From an optimization exercise on the open Yosys and OpenROAD flow, aimed at small area, a short achievable clock period and few clock cycles; shortcuts taken in it are not production practice.
The RTL was checked by simulation tests, not by an equivalence proof against the original design.

==> flow/design.v <==
module SNN(
	clk,
	rst_n,
	in_valid,
	img,
	ker,
	weight,
	out_valid,
	out_data
);
input clk;
input rst_n;
input in_valid;
input [7:0] img;
input [7:0] ker;
input [7:0] weight;
output reg out_valid;
output reg [9:0] out_data;
parameter S_IDLE = 'd0,
		  S_INPUT_1 = 'd1,
		  S_INPUT_2 = 'd3,
		  S_CNN_2 = 'd2,
		  S_NN_2 = 'd6,
		  S_OUT    = 'd7;
reg [2:0] current_state, next_state;
reg [7:0] weight_map[1:0][1:0];
reg [7:0] kernel[2:0][2:0];
reg [7:0] img0 [14:0]; 
reg [7:0] cnn_map0[7:0];
reg [7:0] max_map_new[1:0];
wire [7:0] ratio_result_cnn, ratio_result_vec;
wire [11:0] ratio_b;
wire [19:0] ratio_a;
reg [7:0] nn_1[3:0], nn_2[3:0];
wire [15:0] mult_comb_result[8:0];
wire [7:0] mult_a[3:0], mult_b[3:0];
wire [16:0] add_2_result[3:0];
wire [19:0] add_9_result;
wire [7:0] sort_a[1:0], sort_b[1:0], sort_result[1:0];
wire signed [8:0] sub_comb_result[3:0];
wire [7:0] sub_comb_result_in[3:0];
wire [7:0] L1_partial_comb [3:0];
wire [9:0] L1_comb_result;  
wire [9:0] out_result; 
reg [5:0] cnt, cnt_comb;
wire section_en[3:0];
wire[16:0] nn_comb;
wire[7:0] weight_sel[1:0];
wire[16:0] ratio_c;
wire cnt_eq_2;
wire [7:0] nn_a,nn_b;
assign out_result = (L1_comb_result[9:4]<'b1)?'b0:L1_comb_result;
always @(posedge clk or negedge rst_n) begin
	if(~rst_n)					out_valid <= 'b0;
	else if(next_state==S_OUT)	out_valid <= 'b1;
	else						out_valid <= 'b0;
end
always @(posedge clk or negedge rst_n) begin
	if(~rst_n)					out_data <= 'b0;
	else if(next_state==S_OUT)	out_data <=  out_result;
	else						out_data <= 'b0;
end
always@(posedge clk or negedge rst_n)begin
	if(~rst_n)	current_state <= S_IDLE;
	else		current_state <= next_state;
end
always@(*)begin
	case(current_state)
	S_IDLE:		if(in_valid)	next_state = S_INPUT_1;
				else			next_state = S_IDLE;
	S_INPUT_1:	if(cnt=='b0)	next_state = S_INPUT_2;
				else if(cnt<'d36&~in_valid)	next_state = 3'd5;
				else			next_state = S_INPUT_1;
	S_INPUT_2:  if(cnt=='b0)    next_state = S_CNN_2;
				else if(cnt<'d36&~in_valid)	next_state = 3'd5;
				else			next_state = S_INPUT_2;
	S_CNN_2:	next_state = S_NN_2;
	3'd5:		next_state = S_IDLE;
	S_NN_2:		next_state = S_OUT;
	default:	next_state = S_IDLE;
	endcase
end
always@(*)begin
	case(next_state)
		S_IDLE:		cnt_comb = 'b0;
		S_INPUT_1:	cnt_comb = (cnt=='d35)?'b0: cnt + 'b1;
		S_INPUT_2:	cnt_comb = (cnt=='d35)?'b0: cnt + 'b1;
		S_CNN_2:	cnt_comb = 'b0;
		S_NN_2:		cnt_comb = 'b0;
	default:	cnt_comb = 'b0;
	endcase
end
always@(posedge clk or negedge rst_n)begin
	if(~rst_n)	cnt <= 'b0;
	else		cnt <= cnt_comb;
end
genvar img_idx;
generate
	for(img_idx=0;img_idx<15;img_idx=img_idx+1)begin
		if(img_idx==14)begin
			always@(posedge clk or negedge rst_n)begin
				if(~rst_n)							img0[14] <= 'b0;
				else if(next_state == S_INPUT_1|next_state == S_INPUT_2)	
					img0[14] <= img;
				else								img0[14] <= img0[14];
			end
		end
		else begin
			always@(posedge clk or negedge rst_n)begin
				if(~rst_n)							img0[img_idx] <= 'b0;
				else if(next_state == S_INPUT_1|next_state == S_INPUT_2)	
					img0[img_idx] <= img0[img_idx+1];
				else								img0[img_idx] <= img0[img_idx];
			end
		end
	end
endgenerate
always@(posedge clk or negedge rst_n)begin
	if(~rst_n)								weight_map[0][0] <= 'b0;
	else if(next_state==S_INPUT_1&cnt=='d0)	weight_map[0][0] <= weight;
	else									weight_map[0][0] <= weight_map[0][0];
end
always@(posedge clk or negedge rst_n)begin
	if(~rst_n)								weight_map[1][0] <= 'b0;
	else if(next_state==S_INPUT_1&cnt=='d1)	weight_map[1][0] <= weight;
	else									weight_map[1][0] <= weight_map[1][0];
end
always@(posedge clk or negedge rst_n)begin
	if(~rst_n)								weight_map[0][1] <= 'b0;
	else if(next_state==S_INPUT_1&cnt=='d2)	weight_map[0][1] <= weight;
	else									weight_map[0][1] <= weight_map[0][1];
end
always@(posedge clk or negedge rst_n)begin
	if(~rst_n)								weight_map[1][1] <= 'b0;
	else if(next_state==S_INPUT_1&cnt=='d3)	weight_map[1][1] <= weight;
	else									weight_map[1][1] <= weight_map[1][1];
end
always@(posedge clk or negedge rst_n)begin
	if(~rst_n) 			kernel[0][0] <= 'b0;
	else if(next_state==S_INPUT_1&cnt=='d0)	kernel[0][0] <= ker;
	else				kernel[0][0] <= kernel[0][0];
end
always@(posedge clk or negedge rst_n)begin
	if(~rst_n) 			kernel[0][1] <= 'b0;
	else if(next_state==S_INPUT_1&cnt=='d1)	kernel[0][1] <= ker;
	else				kernel[0][1] <= kernel[0][1];
end
always@(posedge clk or negedge rst_n)begin
	if(~rst_n) 			kernel[0][2] <= 'b0;
	else if(next_state==S_INPUT_1&cnt=='d2)	kernel[0][2] <= ker;
	else				kernel[0][2] <= kernel[0][2];
end
always@(posedge clk or negedge rst_n)begin
	if(~rst_n) 			kernel[1][0] <= 'b0;
	else if(next_state==S_INPUT_1&cnt=='d3)	kernel[1][0] <= ker;
	else				kernel[1][0] <= kernel[1][0];
end
always@(posedge clk or negedge rst_n)begin
	if(~rst_n) 			kernel[1][1] <= 'b0;
	else if(next_state==S_INPUT_1&cnt=='d4)	kernel[1][1] <= ker;
	else				kernel[1][1] <= kernel[1][1];
end
always@(posedge clk or negedge rst_n)begin
	if(~rst_n) 			kernel[1][2] <= 'b0;
	else if(next_state==S_INPUT_1&cnt=='d5)	kernel[1][2] <= ker;
	else				kernel[1][2] <= kernel[1][2];
end
always@(posedge clk or negedge rst_n)begin
	if(~rst_n) 			kernel[2][0] <= 'b0;
	else if(next_state==S_INPUT_1&cnt=='d6)	kernel[2][0] <= ker;
	else				kernel[2][0] <= kernel[2][0];
end
always@(posedge clk or negedge rst_n)begin
	if(~rst_n) 			kernel[2][1] <= 'b0;
	else if(next_state==S_INPUT_1&cnt=='d7)	kernel[2][1] <= ker;
	else				kernel[2][1] <= kernel[2][1];
end
always@(posedge clk or negedge rst_n)begin
	if(~rst_n) 			kernel[2][2] <= 'b0;
	else if(next_state==S_INPUT_1&cnt=='d8)	kernel[2][2] <= ker;
	else				kernel[2][2] <= kernel[2][2];
end
assign section_en[0] = ((cnt>'d14)&(cnt<'d19))?'b1:'b0;	 
assign section_en[1] = ((cnt>'d20)&(cnt<'d25))?'b1:'b0;	 
assign section_en[2] = ((cnt>'d26)&(cnt<'d31))?'b1:'b0;	 
assign section_en[3] = ((cnt>'d32)|(cnt=='d0))?'b1:'b0;	 
genvar cnn_map_idx;
generate
	for(cnn_map_idx=0;cnn_map_idx<8;cnn_map_idx=cnn_map_idx+1)begin
		if(cnn_map_idx==7)begin
			always@(posedge clk or negedge rst_n)begin
				if(~rst_n)	cnn_map0[7] <= 'b0;
				else if(section_en[0]|section_en[1]|section_en[2]|section_en[3])
					cnn_map0[7] <= ratio_result_cnn;
				else cnn_map0[7] <= cnn_map0[7];
			end
		end
		else begin
			always@(posedge clk or negedge rst_n)begin
				if(~rst_n)	cnn_map0[cnn_map_idx] <= 'b0;
				else if(section_en[0]|section_en[1]|section_en[2]|section_en[3])
					cnn_map0[cnn_map_idx] <= cnn_map0[cnn_map_idx+1];
				else	cnn_map0[cnn_map_idx] <= cnn_map0[cnn_map_idx];
			end
		end
	end
endgenerate
always@(posedge clk or negedge rst_n)begin
	if(~rst_n)begin
		max_map_new[0] <= 'b0; max_map_new[1] <= 'b0;
	end
	else begin
		if((next_state==S_INPUT_1&(cnt=='d25))|(current_state==S_INPUT_2&(cnt=='d1))|(next_state==S_INPUT_2&(cnt=='d25)))begin
			max_map_new[0] <= sort_result[0]; max_map_new[1] <= sort_result[1];
		end
		else begin
			max_map_new[0] <= max_map_new[0]; max_map_new[1] <= max_map_new[1];
		end
	end
end
always@(posedge clk or negedge rst_n)begin
	if(~rst_n)begin
		nn_1[0] <= 'b0; nn_1[1] <= 'b0;
	end
	else if(current_state == S_INPUT_1&(cnt=='d26))begin
		nn_1[0] <= ratio_result_vec;
	end
	else if(current_state == S_INPUT_1&(cnt=='d27))begin
		nn_1[1] <= ratio_result_vec;
	end
	else begin
		nn_1[0] <= nn_1[0]; nn_1[1] <= nn_1[1];
	end
end
always@(posedge clk or negedge rst_n)begin
	if(~rst_n)begin
		nn_1[2] <= 'b0; nn_1[3] <= 'b0;
	end
	else if(current_state == S_INPUT_2&(cnt=='d2))begin
		nn_1[3] <= ratio_result_vec;
	end
	else if(current_state == S_INPUT_2&(cnt=='d3))begin
		nn_1[2] <= ratio_result_vec;
	end
	else begin
		nn_1[2] <= nn_1[2]; nn_1[3] <= nn_1[3];
	end
end
always@(posedge clk or negedge rst_n)begin
	if(~rst_n)begin
		nn_2[0] <= 'b0; nn_2[1] <= 'b0;
	end
	else if(current_state == S_INPUT_2&(cnt=='d26))begin
		nn_2[0] <= ratio_result_vec;
	end
	else if(current_state == S_INPUT_2&(cnt=='d27))begin
		nn_2[1] <= ratio_result_vec;
	end
	else begin
		nn_2[0] <= nn_2[0]; nn_2[1] <= nn_2[1];
	end
end
always@(posedge clk or negedge rst_n)begin
	if(~rst_n)begin
		nn_2[2] <= 'b0; nn_2[3] <= 'b0;	
	end
	else if(current_state == S_CNN_2)begin
		nn_2[2] <= ratio_result_cnn; nn_2[3] <= ratio_result_vec;
	end
	else begin
		nn_2[2] <= nn_2[2]; nn_2[3] <= nn_2[3];
	end 
end
assign cnt_eq_2 = current_state == 'd2|current_state>'d4;
assign mult_a[0] = (cnt_eq_2)?sort_result[0]:img0[0];  
assign mult_b[0] = (cnt_eq_2)?weight_map[0][0]:kernel[0][0];
assign mult_a[1] = (cnt_eq_2)?sort_result[1]:img0[1]; 
assign mult_b[1] = (cnt_eq_2)?weight_map[0][1]:kernel[0][1];
assign mult_comb_result[0] = mult_a[0] * mult_b[0];
assign mult_comb_result[1] = mult_a[1] * mult_b[1];
assign mult_comb_result[2] = img0[2] * kernel[0][2];
assign mult_comb_result[3] = img0[6] * kernel[1][0];
assign mult_comb_result[4] = img0[7] * kernel[1][1];
assign mult_comb_result[5] = img0[8] * kernel[1][2];
assign mult_comb_result[6] = img0[12] * kernel[2][0];
assign mult_comb_result[7] = img0[13] * kernel[2][1];
assign mult_comb_result[8] = img0[14] * kernel[2][2];
assign add_2_result[0] = mult_comb_result[0] + mult_comb_result[1];
assign add_2_result[1] = mult_comb_result[2] + mult_comb_result[3];
assign add_2_result[2] = mult_comb_result[4] + mult_comb_result[5];
assign add_2_result[3] = mult_comb_result[6] + mult_comb_result[7];
assign add_9_result = add_2_result[0] + add_2_result[1] + add_2_result[2] + add_2_result[3] + mult_comb_result[8];
assign weight_sel[0] = (cnt<'d27&cnt>'d2)?weight_map[0][0]:weight_map[1][0];
assign weight_sel[1] = (cnt<'d27&cnt>'d2)?weight_map[0][1]:weight_map[1][1];
assign nn_a = (cnt_eq_2)?sort_result[0]:max_map_new[0];
assign nn_b = (cnt_eq_2)?sort_result[1]:max_map_new[1];
assign nn_comb = nn_a * weight_sel[0] + nn_b * weight_sel[1];
assign ratio_a = (cnt_eq_2)?add_2_result[0]:add_9_result;
assign ratio_b = (cnt_eq_2)?12'd510:12'd2295;
assign ratio_result_cnn = ratio_a/ratio_b;      
assign ratio_result_vec = nn_comb/9'd510;
assign sort_a[0] = (cnn_map0[0]>cnn_map0[1])?cnn_map0[0]:cnn_map0[1];
assign sort_b[0] = (cnn_map0[4]>cnn_map0[5])?cnn_map0[4]:cnn_map0[5];
assign sort_result[0] = (sort_a[0]>sort_b[0])?sort_a[0]:sort_b[0];
assign sort_a[1] = (cnn_map0[2]>cnn_map0[3])?cnn_map0[2]:cnn_map0[3];
assign sort_b[1] = (cnn_map0[6]>cnn_map0[7])?cnn_map0[6]:cnn_map0[7];
assign sort_result[1] = (sort_a[1]>sort_b[1])?sort_a[1]:sort_b[1];
assign sub_comb_result[0] = nn_1[0] - nn_2[0];
assign sub_comb_result[1] = nn_1[1] - nn_2[1];
assign sub_comb_result[2] = nn_1[2] - nn_2[2];
assign sub_comb_result[3] = nn_1[3] - nn_2[3];
assign sub_comb_result_in[0] = nn_2[0] - nn_1[0];
assign sub_comb_result_in[1] = nn_2[1] - nn_1[1];
assign sub_comb_result_in[2] = nn_2[2] - nn_1[2];
assign sub_comb_result_in[3] = nn_2[3] - nn_1[3];
assign L1_partial_comb[0] = (sub_comb_result[0][8])?sub_comb_result_in[0]:sub_comb_result[0];
assign L1_partial_comb[1] = (sub_comb_result[1][8])?sub_comb_result_in[1]:sub_comb_result[1];
assign L1_partial_comb[2] = (sub_comb_result[2][8])?sub_comb_result_in[2]:sub_comb_result[2];
assign L1_partial_comb[3] = (sub_comb_result[3][8])?sub_comb_result_in[3]:sub_comb_result[3];
assign L1_comb_result = L1_partial_comb[0] + L1_partial_comb[1] + L1_partial_comb[2] + L1_partial_comb[3];
endmodule
==> flow/run.sh <==
#!/bin/bash
# synth_recipe.tcl (not shown) runs the flow's synth.tcl, then flattens the netlist and writes it again
# the make line also repeats each setting of config.mk as NAME=value (left out here)
make -C /OpenROAD-flow-scripts/flow DESIGN_CONFIG=/design/flow/config.mk WORK_HOME=/design/flow/orfs CLKGATE_MAP_FILE= SYNTH_SCRIPT=/design/flow/synth_recipe.tcl finish
==> flow/config.mk <==
export PLATFORM = sky130hd
export DESIGN_NAME = SNN
export DESIGN_NICKNAME = SNN
export VERILOG_FILES = /design/flow/design.v
export SDC_FILE = /design/flow/constraint.sdc
export NUM_CORES = 4
export LEC_CHECK = 0
export CAP_MARGIN = 20
export CORE_MARGIN = 2
export CORE_UTILIZATION = 40
export SLEW_MARGIN = 20
==> flow/constraint.sdc <==
create_clock -name core_clock -period 34.0 [get_ports {clk}]
set_input_delay 6.8000 -clock core_clock [delete_from_list [all_inputs] [get_ports {clk}]]
set_output_delay 6.8000 -clock core_clock [all_outputs]
set_load 0.01 [all_outputs]
==> summary.md <==
| Metric | Value |
|---|---|
| Status | no timing/DRC/antenna violations |
| Row cnt | 131 |
| Post-Place Cells | 7051 |
| Clock Latency Late Sink | 0.65 ns |
| Maxcap violations | 0 |
| Top cell by count, worst path | ha_1 |
| Post-synth top area cell | fa_1 |
| Grt met3 use | 2.78% |
| R2r endpoint | cnn_map0[7][0]$_DFFE_PN0P_ |
| Max Freq | 0.0312 GHz |
| Synth Cell Area | 51300 um2 |
| # DRC | 0 |
| Ratio of cells with drive above 1 in the final layout | 11.3% |
| Routed wire per std cell | 19.7 um |
| Synthesized area per cell | 9.41 um2 |
| Net Count, Synth | 6614 |
| Vias per cell | 5.33 |
| Die ar. | 131000 um2 |
| Most frequent cell after synthesis | inv_1 |
| Post-Route WL | 141000 um |
| Rel. slew slack | 24.2% |
| Nets | 6617 |
| CTS tree | yes |
| Clock Sinks | 388 |
| Endpoints failing setup | 0 |
| Initial Utilization | 40.3% |
| Clock slew at reported path FFs | 0.06 ns |
| Crit path max-delay cell type | or4_1 |
| Reg2reg setup slack | 1.91 ns |
| Fin area | 55700 um2 |
| Post-detail-place hpwl | 115000 um |
| Synthesized instance count | 5449 |
| Post-synthesis sequential area ratio | 18.9% |
| Area taken by multi-input logic gates | 37900 um2 |
| CTS buffer count | 49 |
| Initial DRC count | 2597 |
| Number of port buffers | 37 |
| Flop and latch count out of synthesis | 388 |
| Area delta synth->final | 8.65% |
| Vias in the first global route | 39100 |
| Crit Path Category | reg2reg |
| Hold EP | nn_1[0][7]$_DFFE_PN0P_ |
| CTS root buffer | clkbuf_16 |
| EDFF count, synth | 0 |
| Cell Area, Placed | 53600 um2 |
| Most used DFF post-synth | dfrtp_1 |
| Startpoint Class | flop |
| Ys async rst share | 100% |
| Setup crit end kind | flop |
| Post-route ant nets | 0 |
| Final period utilization | 94.4% |
| HP Class | reg2reg |
| Distinct cells, synth | 133 |
| Area of the core | 127000 um2 |
| Critical Path RT | 34.54 ns |
| Fillcell total | 12200 |
| Placer Congestion | 0.951 |
| Initial antenna violation count | 8 |
| DIE HEIGHT | 362 um |
| I/O pin cnt | 38 |
| Routed via count | 38100 |
| Post-Layout Cell Count | 7157 |
| Worst Path Arrival | 32.63 ns |
| FF+latch area | 9710 um2 |
| First-pass GRT wire length | 225000 um |
| Top-area cell type share of the netlist area | 25.3% |
| Clock Skew | 0.0387 ns |
| Worst Hold Depth | 2 |
| Hold wc startpoint | nn_1[0][7]$_DFFE_PN0P_ |
| Total congestion overflow | 0 |
| Max stage delay on crit path | 0.57 ns |
| Die width | 362 um |
| GR peak layer | met2 |
| Yosys Warn Count | 8 |
| Layout Utilization | 43.8% |
| Ranking of synthesized cells by area | fa_1 (25%), dfrtp_1 (19%), ha_1 (12%), inv_1 (6.6%), mux2_2 (6.4%) |
| Setup TNS | 0 ns |
| Slew Limit Fails | 0 |
| Commonest cells post-synth | inv_1 (908), fa_1 (649), nand2_1 (533) |
| Worst r2r path cells | 135 |
| Final Critical Period | 32.09 ns |
| CTS HTree Levels | 2 |
| Grt met1 use | 30.1% |
| Final Hold Viols | 0 |
| Pin count of the biggest net entering global routing | 95 |
| R2R Path Start | cnn_map0[2][1]$_DFFE_PN0P_ |
| Crit Path Max Fanout | 15 |
| Max clock buf depth | 3 |
| Slew @ Worst Pin | 1.11 ns |
| Grt met2 use | 36.7% |
| Total track usage | 21.9% |
| Drt pass-1 iters | 5 |
[stage by stage]
step           hold slack [ns]  worst slack, ns
6_report                 0.489             1.91
5_1_grt                  0.515          -0.0999
4_1_cts                  0.495           0.0478
3_5_place_dp             0.481           -0.343
3_3_place_gp             0.470            0.936
2_1_floorplan            0.450             2.46
[how the worst max path moves through the flow]
stage | startpoint | end | slack, ns | depth (start not counted)
floorplan | cnn_map0[2][1]$_DFFE_PN0P_ | cnn_map0[7][0]$_DFFE_PN0P_ | 2.46 | 140
global placement | cnn_map0[0][1]$_DFFE_PN0P_ | cnn_map0[7][0]$_DFFE_PN0P_ | 0.94 | 138
detailed placement | cnn_map0[1][1]$_DFFE_PN0P_ | cnn_map0[7][0]$_DFFE_PN0P_ | -0.34 | 137
CTS | cnn_map0[1][1]$_DFFE_PN0P_ | cnn_map0[7][0]$_DFFE_PN0P_ | 0.05 | 141
global route | cnn_map0[1][1]$_DFFE_PN0P_ | cnn_map0[7][0]$_DFFE_PN0P_ | -0.1 | 143
finish | cnn_map0[2][1]$_DFFE_PN0P_ | cnn_map0[7][0]$_DFFE_PN0P_ | 1.91 | 135
[layout by cell type, fill, tap and decap left out, types with 11 or more instances in the layout]
cell             Yosys  layout
inv_1              908     908
fa_1               649     649
nand2_1            533     531
ha_1               489     486
dfrtp_1            388     388
nor2_1             330     326
mux2_2             290     290
and2_1             283     283
a21oi_1            202     194
o21ai_0            192     191
xnor2_1            101      98
mux2i_1             91      89
buf_4                4      77
nor3_1              60      56
nand3_1             52      51
clkbuf_16            0      50
xor2_1              49      48
nand2b_1            46      46
nor2b_1             41      40
a21o_1              40      39
clkdlybuf4s50_1      0      36
or2_2               34      34
and3_1              33      33
o21bai_1            28      28
or3_1               27      27
a211oi_1            25      25
a31oi_1             27      25
nand4_1             22      22
o211ai_1            20      20
o21a_1              18      18
o31ai_1             17      15
nor4_1              16      13
a21oi_2              4      12
o21ai_1             14      11
[layer usage]
metal	part of all wire (%)	vias to the layer above	wire [um]
met4	2.4	2	3310
met2	48	833	66900
met1	46	19400	64100
met3	4.6	160	6410
met5	0.0092	-	13
li1	-	17800	-
[critical path: cells and delay by family (launching register included)]
| kind | cells | cell delay, ns |
|---|---|---|
| xor+xnor | 6 | 1.09 |
| flops | 1 | 0.41 |
| buf+inv | 11 | 1.13 |
| mux | 3 | 0.94 |
| fa+ha+maj | 25 | 9.77 |
| simple gates | 37 | 7.53 |
| compound gates | 53 | 11.03 |
[cell families after synthesis]
| group | after synthesis | synth area share [%] |
|---|---|---|
| AO/OA/AOI/OAI | 763 | 10.0 |
| multiplexers | 388 | 8.34 |
| adder cells (fa/ha/maj) | 1143 | 37.4 |
| flip-flops | 388 | 18.9 |
| buffers and inverters | 1071 | 7.97 |
| AND/OR/NAND/NOR | 1545 | 14.8 |
| XOR/XNOR | 151 | 2.59 |
[area by class of cell]
| cell class | instances | share of cell area (%) |
|---|---|---|
| diodes | 3 | 0.0135 |
| clock inverters | 24 | 0.528 |
| flip-flops and latches | 388 | 17.4 |
| inverters | 909 | 6.12 |
| repair buffers | 114 | 1.71 |
| well taps | 1662 | 3.73 |
| clock buffers | 67 | 2.52 |
| multi-input cells | 3990 | 68.0 |
[repair_timing]
| item | in CTS | in global routing |
|---|---|---|
| resized for setup | 4 | 55 |
| pin swaps | 0 | 13 |
| buffers inserted | 0 | 12 |
| setup endpoints to repair | 2 | 4 |
| hold buffers | 0 | 0 |
[sequential cells by signal (all words and copies together), names as in the netlist]
| signal | flops |
|---|---|
| cnn_map0 | 64 |
| cnt | 6 |
| current_state | 3 |
| img0 | 120 |
| kernel | 72 |
| max_map_new | 16 |
| nn_1 | 32 |
| nn_2 | 32 |
| out_data | 10 |
| out_valid | 1 |
| weight_map | 32 |
Testbench counts, summed over its fixed seeds: cycles 24,320.

==> static timing again, ports no longer ideal <==
No port has a modelled driver above. Below, the same layout with a new extraction and two added sets of constraints.
Step 1 (the two cells are an assumption about what drives the block):
set clk [get_ports {clk}]
set_driving_cell -lib_cell sky130_fd_sc_hd__clkbuf_16 $clk
set_driving_cell -lib_cell sky130_fd_sc_hd__buf_2 [delete_from_list [all_inputs] $clk]
Step 2 also shifts input and output timing later by t, the mid clock arrival at the registers, as if the neighbouring blocks saw the same clock.
a / b / c = no drivers / after step 1 / after step 2; a / b = the first two.
t (ns): 0.699
slack for setup (ns): 1.915 / 1.915 / 1.915
latest minus earliest clock arrival (ns): 0.049 / 0.049
After both steps setup and hold are still met in this run. For this run, drivers alone change the setup slack by 0.000 ns; drivers and shift together by 0.000 ns.
